What follows belongs to an exercise in optimizing a design on an open flow for small area; a production flow would make more cautious choices. The RTL was checked by simulation tests, not by an equivalence proof against the original design. The clock input has no modelled driver; a real chip could not lean on it and would need a root buffer or a full tree. Power is estimated from default activity; no workload was simulated.

==> flow/design.v <==
module flash_dri
(
    input   wire        clk,
    input   wire        rst_n,
    output  reg         fls_sck,
    output  reg         fls_ncs,
    output  reg         fls_sdo,
    input   wire        fls_sdi,
    input   wire        start,
    input   wire [2:0]  mod_sel,
    input   wire [23:0] fls_addr,
    input   wire [7:0]  fls_write,
    output  reg  [7:0]  fls_read,
    output  reg         frd_en,
    output  reg  [23:0] frd_addr,
    output  reg  [7:0]  frd_data,
    output  reg  [15:0] id,
    output  reg         busy
);
localparam C_WFREE  = 3'd0;
localparam C_WEN    = 3'd1;
localparam C_ERASE  = 3'd2;
localparam C_WR     = 3'd3;
localparam C_RD     = 3'd4;
localparam C_FRD    = 3'd5;
localparam C_ID     = 3'd6;
localparam C_SECTOR = 3'd7;
reg  [8:0] f;
reg  [7:0] rx;
wire [2:0] fbyte = f[8:6];
wire [2:0] fbit  = f[5:3];
wire is_wfree = (mod_sel == C_WFREE);
wire is_frd   = (mod_sel == C_FRD);
wire is_rd    = (mod_sel == C_RD);
wire is_id    = (mod_sel == C_ID);
localparam [63:0] OPS   = {8'h20, 8'h90, 8'h0b, 8'h03, 8'h02, 8'hc7, 8'h06, 8'h05};
wire [7:0] op   = OPS[{mod_sel, 3'b000} +: 8];
wire [7:0] end_byte = {
    fbyte[2] & fbyte[0],                 
    &fbyte,                              
    &fbyte,                              
    fbyte[2] & fbyte[1],                 
    fbyte[2] & fbyte[1],                 
    fbyte[1],                            
    fbyte[1],                            
    fbyte[2] | (fbyte[1] & fbyte[0])     
};
wire has_addr = (mod_sel == C_WR) | (mod_sel == C_RD) | (mod_sel == C_SECTOR);
wire has_data = (mod_sel == C_WR);
wire [7:0] bsel = 8'd1 << (~fbit);
wire y_f  = (fbyte == 3'd0);
wire y_op = (fbyte == 3'd1);
wire y_a2 = (fbyte == 3'd2) & has_addr;
wire y_a1 = (fbyte == 3'd3) & has_addr;
wire y_a0 = (fbyte == 3'd4) & has_addr;
wire y_d  = (fbyte == 3'd5) & has_data;
wire [7:0] col = ({8{y_op}} & op) | ({8{y_a2}} & fls_addr[23:16]) | ({8{y_a1}} & fls_addr[15:8]) |
                 ({8{y_a0}} & fls_addr[7:0]) | ({8{y_d}} & fls_write);
wire tx_bit = (y_f & op[7]) | (|(bsel & col));
wire pre     = ~busy & f[5];
wire f_pre   = pre & f[1];                                
wire at_cap  = (f[5:0] == 6'd61);                        
wire addr_g0 = &frd_addr[7:0];
wire addr_g1 = &frd_addr[15:8];
wire addr_g2 = &frd_addr[23:16];
wire at_end  = (f[5:0] == 6'd0) & end_byte[mod_sel] &
               (is_wfree ? ~rx[0] : is_frd ? (addr_g0 & addr_g1 & addr_g2) : 1'b1);
wire hold_hi = &fbyte;
wire frd_load = is_frd & pre & f[0];                     
wire frd_cap  = is_frd & at_cap & fbyte[2] & fbyte[1];
wire rd_cap   = is_rd  & at_cap & fbyte[2] & fbyte[0];
wire id_cap   = is_id  & at_cap & fbyte[2] & (fbyte[1] | fbyte[0]);
wire       f_ld   = rst_n & start;
wire       f_keep = rst_n & ~at_end & (busy | f[5]);       
wire [5:0] f_lo   = f[5:0] + 6'd1;
wire [2:0] f_hi   = f[8:6] + {2'd0, (&f[5:0]) & ~hold_hi};
always @(posedge clk)
    f <= ({9{f_keep}} & {f_hi, f_lo}) | ({9{f_ld}} & 9'd61);
always @(posedge clk) begin
    if (f[2:0] == 3'd2)
        rx <= {rx[6:0], fls_sdi};
end
always @(posedge clk) begin
    busy    <= rst_n & (f_pre | (busy & ~at_end));
    fls_ncs <= ~(rst_n & busy);
    fls_sck <= rst_n & busy & (f[2] ^ (f[1] & f[0]));
    fls_sdo <= rst_n & busy & tx_bit;
    frd_en  <= rst_n & frd_cap;
end
wire       rd_ld  = rst_n & rd_cap;
wire       rd_hd  = rst_n & ~rd_cap;
wire       id_ld  = rst_n & id_cap;
wire       id_hd  = rst_n & ~id_cap;
wire       frd_ld = rst_n & frd_cap;
wire       frd_hd = rst_n & ~frd_cap;
always @(posedge clk) begin
    fls_read <= ({8{rd_ld}}  & rx) | ({8{rd_hd}}  & fls_read);
    frd_data <= ({8{frd_ld}} & rx) | ({8{frd_hd}} & frd_data);
    id       <= ({16{id_ld}} & {id[7:0], rx}) | ({16{id_hd}} & id);
end
wire [2:0] blk_c;
assign blk_c[0] = frd_cap;
assign blk_c[1] = blk_c[0] & addr_g0;
assign blk_c[2] = blk_c[1] & addr_g1;
wire [24:0] addr_c;
genvar gi;
generate
    for (gi = 0; gi < 24; gi = gi + 1) begin : g_addr
        if (gi % 8 == 0) begin : g_blk
            assign addr_c[gi+1] = blk_c[gi/8] & frd_addr[gi];
            always @(posedge clk)
                frd_addr[gi] <= rst_n & (frd_load | (frd_addr[gi] ^ blk_c[gi/8]));
        end else begin : g_rip
            assign addr_c[gi+1] = addr_c[gi] & frd_addr[gi];
            always @(posedge clk)
                frd_addr[gi] <= rst_n & (frd_load | (frd_addr[gi] ^ addr_c[gi]));
        end
    end
endgenerate
endmodule
export LEC_CHECK = 0
export CAP_MARGIN = 20
export CORE_MARGIN = 2
export CORE_UTILIZATION = 75
export PLACE_DENSITY = 0.88
export SLEW_MARGIN = 20
create_clock -name core_clock -period 5.0 [get_ports {clk}]
standard.sh (not shown) runs the stock make flow with config.mk's settings and CLKGATE_MAP_FILE= SYNTH_SCRIPT=/design/flow/synth_recipe.tcl, a recipe that flattens the netlist after the stock synthesis.
==> flow/flow/run.sh <==
#!/bin/bash
# Own layout flow: the standard layout (standard.sh), with two changes:
#  - synthesis is the standard synthesis script, except that ABC maps the
#    logic with an area-oriented script (flow/abc_area.script);
#  - the port buffers that global placement inserts are buf_1 cells;
#  - the clock tree is a few clock buffers fed by the clock port
#    (flow/cts_groups.tcl).
set -euo pipefail
W=$(pwd)
FL=$W/flow

# standard synthesis script, with the ABC mapping script swapped
{
  cat <<'TCL'
proc abc {args} {
  set i [lsearch -exact $args -script]
  if { $i >= 0 } { lset args [expr {$i + 1}] $::env(MY_ABC_SCRIPT) }
  yosys abc {*}$args
}
TCL
  cat "$W/synth_recipe.tcl"
} > "$W/own_synth.tcl"

export MY_ABC_SCRIPT="$FL/abc_area.script"
export BUFFER_PORTS_ARGS="-buffer_cell sky130_fd_sc_hd__buf_1"
# clock tree: a few clock buffers, each fed by the clock port
export PRE_CTS_TCL="$FL/cts_groups.tcl"
export CLKBUF_CELL=${CLKBUF_CELL:-sky130_fd_sc_hd__clkbuf_8}
export CLKBUF_GROUPS=${CLKBUF_GROUPS:-4}
export CLOCK_PORT_NET=clk

bash "$W/standard.sh" SYNTH_SCRIPT="$W/own_synth.tcl" finish > "$W/flow_make.log" 2>&1
==> flow/flow/abc_area.script <==
&get -n
&st
&deepsyn -I 20 -J 50
&b
&dch -x
&nf -R 1000 -C 32 -F 20 -A 20 -E 100 -Q 100 -p
&st
&dch -x
&nf -R 1000 -C 32 -F 20 -A 20 -E 100 -Q 100 -p
&put
Other scripts of this flow, unchanged in this note and not shown: flow/flow/cts_groups.tcl
Then changed:
--- a/flow/flow/run.sh
+++ b/flow/flow/run.sh
@@ -1,5 +1,7 @@
 #!/bin/bash
-# Own layout flow: the standard layout (standard.sh), with two changes:
+# Own layout flow: the standard layout (standard.sh), with these changes:
 #  - synthesis is the standard synthesis script, except that ABC maps the
-#    logic with an area-oriented script (flow/abc_area.script);
+#    logic with an area-oriented script (flow/abc_area.script), and the
+#    half- and full-adder cells are not used (Yosys's adder extraction would
+#    otherwise fix them before ABC; ABC maps that logic smaller);
 #  - the port buffers that global placement inserts are buf_1 cells;
@@ -24,2 +26,9 @@
 export MY_ABC_SCRIPT="$FL/abc_area.script"
+# The standard flow's config.mk, plus the adder cells as don't-use (the platform's config
+# adds its own don't-use cells to these)
+{
+  echo "include $W/config.mk"
+  echo "export DONT_USE_CELLS += sky130_fd_sc_hd__ha_1 sky130_fd_sc_hd__ha_2 sky130_fd_sc_hd__ha_4"
+  echo "export DONT_USE_CELLS += sky130_fd_sc_hd__fa_1 sky130_fd_sc_hd__fa_2 sky130_fd_sc_hd__fa_4"
+} > "$W/own_config.mk"
 export BUFFER_PORTS_ARGS="-buffer_cell sky130_fd_sc_hd__buf_1"
@@ -31,2 +40,2 @@
 
-bash "$W/standard.sh" SYNTH_SCRIPT="$W/own_synth.tcl" finish > "$W/flow_make.log" 2>&1
+bash "$W/standard.sh" DESIGN_CONFIG="$W/own_config.mk" SYNTH_SCRIPT="$W/own_synth.tcl" finish > "$W/flow_make.log" 2>&1
--- a/flow/flow/abc_area.script
+++ b/flow/flow/abc_area.script
@@ -2,3 +2,2 @@
 &st
-&deepsyn -I 20 -J 50
 &b
The changed run completed without violations.
Global-route usage came out lower by 3.1 points.
Via count rises by 7.8%.
Design area hardly moves.
Worst setup slack gains 0.61 ns.
Power went down by about 0.5%.
Wire length drops by about 4.3%.
Clock power is about the same.
Clock skew is higher by 0.010 ns.
Fmax came out higher by 17%.
In every run of this note, the design's own scripts or RTL, not TritonCTS, make the clock network.


== build 78 ==
Another version of the RTL of flash_dri (not shown whole).
Size: about 310 cells after synthesis, roughly 100 I/O pins.
export LEC_CHECK = 0
export CAP_MARGIN = 20
export CORE_MARGIN = 2
export CORE_UTILIZATION = 75
export PLACE_DENSITY = 0.88
export SLEW_MARGIN = 20
create_clock -name core_clock -period 5.0 [get_ports {clk}]
==> flow/flow/run.sh <==
#!/bin/bash
# Own layout flow: the standard layout (standard.sh), with two changes:
#  - synthesis is the standard synthesis script, except that ABC maps the
#    logic with an area-oriented script (flow/abc_area.script);
#  - the port buffers that global placement inserts are buf_1 cells;
#  - the clock tree is a few clock buffers fed by the clock port
#    (flow/cts_groups.tcl).
set -euo pipefail
W=$(pwd)
FL=$W/flow

# standard synthesis script, with the ABC mapping script swapped
{
  cat <<'TCL'
proc abc {args} {
  set i [lsearch -exact $args -script]
  if { $i >= 0 } { lset args [expr {$i + 1}] $::env(MY_ABC_SCRIPT) }
  yosys abc {*}$args
}
TCL
  cat "$W/synth_recipe.tcl"
} > "$W/own_synth.tcl"

export MY_ABC_SCRIPT="$FL/abc_area.script"
export BUFFER_PORTS_ARGS="-buffer_cell sky130_fd_sc_hd__buf_1"
# clock tree: a few clock buffers, each fed by the clock port
export PRE_CTS_TCL="$FL/cts_groups.tcl"
export CLKBUF_CELL=${CLKBUF_CELL:-sky130_fd_sc_hd__clkbuf_8}
export CLKBUF_GROUPS=${CLKBUF_GROUPS:-4}
export CLOCK_PORT_NET=clk

bash "$W/standard.sh" SYNTH_SCRIPT="$W/own_synth.tcl" finish > "$W/flow_make.log" 2>&1
==> flow/flow/cts_groups.tcl <==
# PRE_CTS hook: the clock tree is CLKBUF_GROUPS clock buffers, each driven
# directly by the clock port and each driving one group of registers.  The
# groups are balanced: the registers are split recursively across their
# wider spread, in proportion to the number of groups on each side.  Each
# buffer sits at its group's centroid.
proc cts_groups { pts k } {
  if { $k <= 1 } { return [list $pts] }
  set xs [lsort -real [lmap p $pts { lindex $p 1 }]]
  set ys [lsort -real [lmap p $pts { lindex $p 2 }]]
  set axis [expr { ([lindex $xs end] - [lindex $xs 0]) >= ([lindex $ys end] - [lindex $ys 0]) ? 1 : 2 }]
  set pts [lsort -real -index $axis $pts]
  set k1 [expr { $k / 2 }]
  set n1 [expr { round([llength $pts] * double($k1) / $k) }]
  return [concat [cts_groups [lrange $pts 0 [expr { $n1 - 1 }]] $k1] \
    [cts_groups [lrange $pts $n1 end] [expr { $k - $k1 }]]]
}
proc clock_tree_synthesis {args} {
  set block [ord::get_db_block]
  set dbu [$block getDbUnitsPerMicron]
  set pts {}
  foreach inst [$block getInsts] {
    if { [string match "*df*" [[$inst getMaster] getName]] } {
      set box [$inst getBBox]
      lappend pts [list [$inst getName] [expr { ([$box xMin] + [$box xMax]) / 2.0 / $dbu }] \
        [expr { ([$box yMin] + [$box yMax]) / 2.0 / $dbu }]]
    }
  }
  set c 0
  foreach g [cts_groups $pts $::env(CLKBUF_GROUPS)] {
    set sx 0.0
    set sy 0.0
    set pins {}
    foreach p $g {
      set sx [expr { $sx + [lindex $p 1] }]
      set sy [expr { $sy + [lindex $p 2] }]
      lappend pins [get_pins "[lindex $p 0]/CLK"]
    }
    set x [expr { $sx / [llength $g] }]
    set y [expr { $sy / [llength $g] }]
    puts "clock buffer $c at ($x, $y) for [llength $g] registers"
    insert_buffer -buffer_cell $::env(CLKBUF_CELL) -net [get_nets $::env(CLOCK_PORT_NET)] \
      -load_pins $pins -location [list $x $y] -buffer_name clkbuf_${c}_clk -net_name clknet_${c}_clk
    incr c
  }
  set_propagated_clock [all_clocks]
}
Other scripts of this flow, unchanged in this note and not shown: flow/flow/abc_area.script
Build 78 went all the way through synthesis, placement and routing and the layout is clean on timing, DRC and antenna.
Changes in build 18 relative to build 78:
-- flow/config.mk --
<<< build 78, line 10
export CORE_UTILIZATION = 75
export PLACE_DENSITY = 0.88
>>> build 18, line 10
export CORE_UTILIZATION = 85
export PLACE_DENSITY = 0.92
Results
- Die boundary width (build 18 / build 78): 0.943
- Comparing build 18 against build 78, there is no change at all in share of the synthesized area in compound gates (AO/OA/AOI/OAI).
- Build 18: it failed during global placement, and the tool reported GPL-0301.
- Reported for build 78 and build 18, count of port buffers added during placement turned out identical to the last digit.
- Diff build 18..build 78 | number of enable flip-flop cells after synthesis | unchanged
- Diff build 18..build 78 | fraction of the yosys area taken by sequential cells | negligible
- On parity-gate share of the synthesized area counting xor and xnor cells, build 78 tracks build 18 almost exactly.
- Build 18 -> build 78: synthesized cell count delta 0, exact match
- Initial cell density of the core in build 18 is 13 points higher than in build 78
The inputs of build 41 differ from those of build 18 as listed below.
-- flow/flow/run.sh --
<<< build 18, line 28
export CLKBUF_CELL=${CLKBUF_CELL:-sky130_fd_sc_hd__clkbuf_8}
export CLKBUF_GROUPS=${CLKBUF_GROUPS:-4}
>>> build 41, line 28
export CLKBUF_CELL=${CLKBUF_CELL:-sky130_fd_sc_hd__clkbuf_16}
export CLKBUF_GROUPS=${CLKBUF_GROUPS:-3}
-- flow/config.mk --
<<< build 18, line 10
export CORE_UTILIZATION = 85
export PLACE_DENSITY = 0.92
>>> build 41, line 10
export CORE_UTILIZATION = 70
export PLACE_DENSITY = 0.85
Notes after the runs:
- Build 18 has lower vertical die dimension than build 41.
- Compared to build 18, build 41 has die width 6.4 µm higher.
- Diff build 18 -> build 41 | number of placement rows | increase of 14%
- Build 41 went all the way through the flow, and no timing, DRC or antenna check failed.
- Diff build 18 -> build 41 | initial core utilization | decrease of 18 points
- Synthesized cell count came out exactly the same in build 18 and build 41.
For build 1, these inputs were changed with respect to build 41:
-- flow/config.mk --
<<< build 41, line 11
>>> build 1, line 11
export GPL_TIMING_DRIVEN = 0
## What came out
Build 1 vs build 41: pin count of the biggest net entering global routing up by more than 10%. Reported for build 1 and build 41, synthesized area turned out identical to the last digit. Build 1 and build 41 ended up with roughly the same post-route cell area.
In build 78, build 41 and build 1 the design's own scripts or RTL, not TritonCTS, make the clock network.


Another version of the RTL of flash_dri (not shown whole).
For scale: about 330 cells after synthesis, roughly 78 flip-flops, about 100 I/O pins, roughly 0.0034 mm2 of cells after synthesis.
clock: 5.0 ns
lec_check: 0
cap_margin: 0
core_margin: 2
core_utilization: 40
place_density: 0.6
slew_margin: 0
==> flow/flow/run.sh <==
#!/bin/bash
# Own layout flow: the standard layout (standard.sh), with two changes:
#  - synthesis is the standard synthesis script, except that ABC maps the
#    logic with an area-oriented script (flow/abc_area.script);
#  - the port buffers that global placement inserts are buf_1 cells.
set -euo pipefail
W=$(pwd)
FL=$W/flow

# standard synthesis script, with the ABC mapping script swapped
{
  cat <<'TCL'
proc abc {args} {
  set i [lsearch -exact $args -script]
  if { $i >= 0 } { lset args [expr {$i + 1}] $::env(MY_ABC_SCRIPT) }
  yosys abc {*}$args
}
TCL
  cat "$W/synth_recipe.tcl"
} > "$W/own_synth.tcl"

export MY_ABC_SCRIPT="$FL/abc_area.script"
export BUFFER_PORTS_ARGS="-buffer_cell sky130_fd_sc_hd__buf_1"
export CTS_ARGS="-sink_clustering_enable -repair_clock_nets -dont_use_dummy_load"

bash "$W/standard.sh" SYNTH_SCRIPT="$W/own_synth.tcl" finish > "$W/flow_make.log" 2>&1
==> flow/flow/abc_area.script <==
strash
dch
amap
topo
Edit:
--- a/flow/flow/run.sh
+++ b/flow/flow/run.sh
@@ -24 +24 @@
-export CTS_ARGS="-sink_clustering_enable -repair_clock_nets -dont_use_dummy_load"
+export CTS_ARGS="-sink_clustering_enable -repair_clock_nets -dont_use_dummy_load -buf_list sky130_fd_sc_hd__clkbuf_16 -sink_clustering_size 100 -sink_clustering_max_diameter 500"
CAP_MARGIN = 20   (was 0)
SLEW_MARGIN = 20   (was 0)
=>
- The new run completed with no timing, DRC or antenna violations
- total power came out higher by about a fifth
- cell area is higher by a few percent
- worst setup slack is worse by 15 ps
- cell count is unchanged
- non-clock buffer count does not change
- routed wire length went down slightly
- critical path depth is unchanged
- clock-buffer cell count is unchanged
- global-route usage shrinks by 0.12 points
- clock power rises by well over a third
Edit:
--- a/flow/flow/run.sh
+++ b/flow/flow/run.sh
@@ -24 +23,0 @@
-export CTS_ARGS="-sink_clustering_enable -repair_clock_nets -dont_use_dummy_load -buf_list sky130_fd_sc_hd__clkbuf_16 -sink_clustering_size 100 -sink_clustering_max_diameter 500"
Outcome: The new run finished with timing, DRC and antenna clean; final cell count grows by 1.3%; design area shrinks by 0.48%; synthesized cell count stays the same; clock power shrinks by 8.6%; utilization shrinks by 0.24 points; worst setup slack improved by 26 ps; area after synthesis is unchanged; first-iteration DRC count shrinks by 1.0%; clock skew shrinks by 3.9 ps.
Edit:
--- a/flow/flow/run.sh
+++ b/flow/flow/run.sh
@@ -5 +5,2 @@
-#  - the port buffers that global placement inserts are buf_1 cells.
+#  - the port buffers that global placement inserts are buf_1 cells;
+#  - the clock tree is a single clock buffer (flow/cts_single_buffer.tcl).
@@ -23,0 +25,4 @@
+# clock tree: one clock buffer from the clock port to all registers
+export PRE_CTS_TCL="$FL/cts_single_buffer.tcl"
+export SINGLE_CLKBUF=sky130_fd_sc_hd__clkbuf_16
+export CLOCK_PORT_NET=clk
==> flow/flow/cts_single_buffer.tcl (new file) <==
# PRE_CTS hook: the clock tree is a single clock buffer between the clock
# port and every register, placed at the registers' centroid.
proc clock_tree_synthesis {args} {
  set block [ord::get_db_block]
  set n 0
  set sx 0
  set sy 0
  foreach inst [$block getInsts] {
    set m [[$inst getMaster] getName]
    if { [string match "*df*" $m] } {
      set box [$inst getBBox]
      set sx [expr { $sx + ([$box xMin] + [$box xMax]) / 2.0 }]
      set sy [expr { $sy + ([$box yMin] + [$box yMax]) / 2.0 }]
      incr n
    }
  }
  set dbu [$block getDbUnitsPerMicron]
  set x [expr { $sx / $n / $dbu }]
  set y [expr { $sy / $n / $dbu }]
  puts "single clock buffer at ($x, $y) for $n registers"
  insert_buffer -buffer_cell $::env(SINGLE_CLKBUF) -net [get_nets $::env(CLOCK_PORT_NET)] \
    -location [list $x $y] -buffer_name clkbuf_0_clk -net_name clknet_0_clk
  set net [$block findNet clknet_0_clk]
  $net setSigType CLOCK
  set_propagated_clock [all_clocks]
}
The new run aborted during clock tree synthesis.
Synthesized area does not change.
Synthesized cell count stays the same.
Edit:
--- a/flow/flow/run.sh
+++ b/flow/flow/run.sh
@@ -5,2 +5 @@
-#  - the port buffers that global placement inserts are buf_1 cells;
-#  - the clock tree is a single clock buffer (flow/cts_single_buffer.tcl).
+#  - the port buffers that global placement inserts are buf_1 cells.
@@ -25,4 +24 @@
-# clock tree: one clock buffer from the clock port to all registers
-export PRE_CTS_TCL="$FL/cts_single_buffer.tcl"
-export SINGLE_CLKBUF=sky130_fd_sc_hd__clkbuf_16
-export CLOCK_PORT_NET=clk
+export CTS_ARGS="-sink_clustering_enable -repair_clock_nets -dont_use_dummy_load"
removed: flow/flow/cts_single_buffer.tcl
- With this change the flow produced a clean layout
- synthesized cell count does not change
- area after synthesis stays the same

[separate check: timing with driven ports]
The flow's constraints put no driver on any port. The routed layouts listed below were extracted and timed again, unchanged, in two steps.
Step 1 (the two cells are an assumption about what drives the block):
set clk [get_ports {clk}]
set_driving_cell -lib_cell sky130_fd_sc_hd__clkbuf_16 $clk
set_driving_cell -lib_cell sky130_fd_sc_hd__buf_2 [delete_from_list [all_inputs] $clk]
Step 2 also shifts input and output timing later by t, the mid clock arrival at the registers, as if the neighbouring blocks saw the same clock.
Three values: ideal, step 1, step 2; two values: the first two.
run	t (ns)	setup slack, ns	worst hold slack (ns)	pins driven straight from the clock port
the first run of note 1	0.226	0.851 / 0.885 / 0.659	0.488 / 0.488 / 0.488	4
the second run of note 1	0.226	1.458 / 1.488 / 1.262	0.490 / 0.490 / 0.490	4
build 78	0.226	1.478 / 1.502 / 1.276	0.452 / 0.452 / 0.452	4
build 41	0.214	1.518 / 1.518 / 1.409	0.448 / 0.448 / 0.448	3
build 1	0.214	1.510 / 1.510 / 1.392	0.442 / 0.442 / 0.442	3
the first run of note 3	0.365	1.405 / 1.396 / 1.030	0.437 / 0.437 / 0.437	1
the second run of note 3	0.350	1.390 / 1.384 / 1.034	0.438 / 0.438 / 0.438	1
the third run of note 3	0.372	1.416 / 1.406 / 1.034	0.451 / 0.451 / 0.451	1
the fifth run of note 3	0.365	1.405 / 1.396 / 1.030	0.437 / 0.437 / 0.437	1
After both steps setup and hold are still met in every run listed. The setup slack of the third run of note 3, which loses most, moves by -0.010 ns with the drivers and by -0.382 ns with both steps.
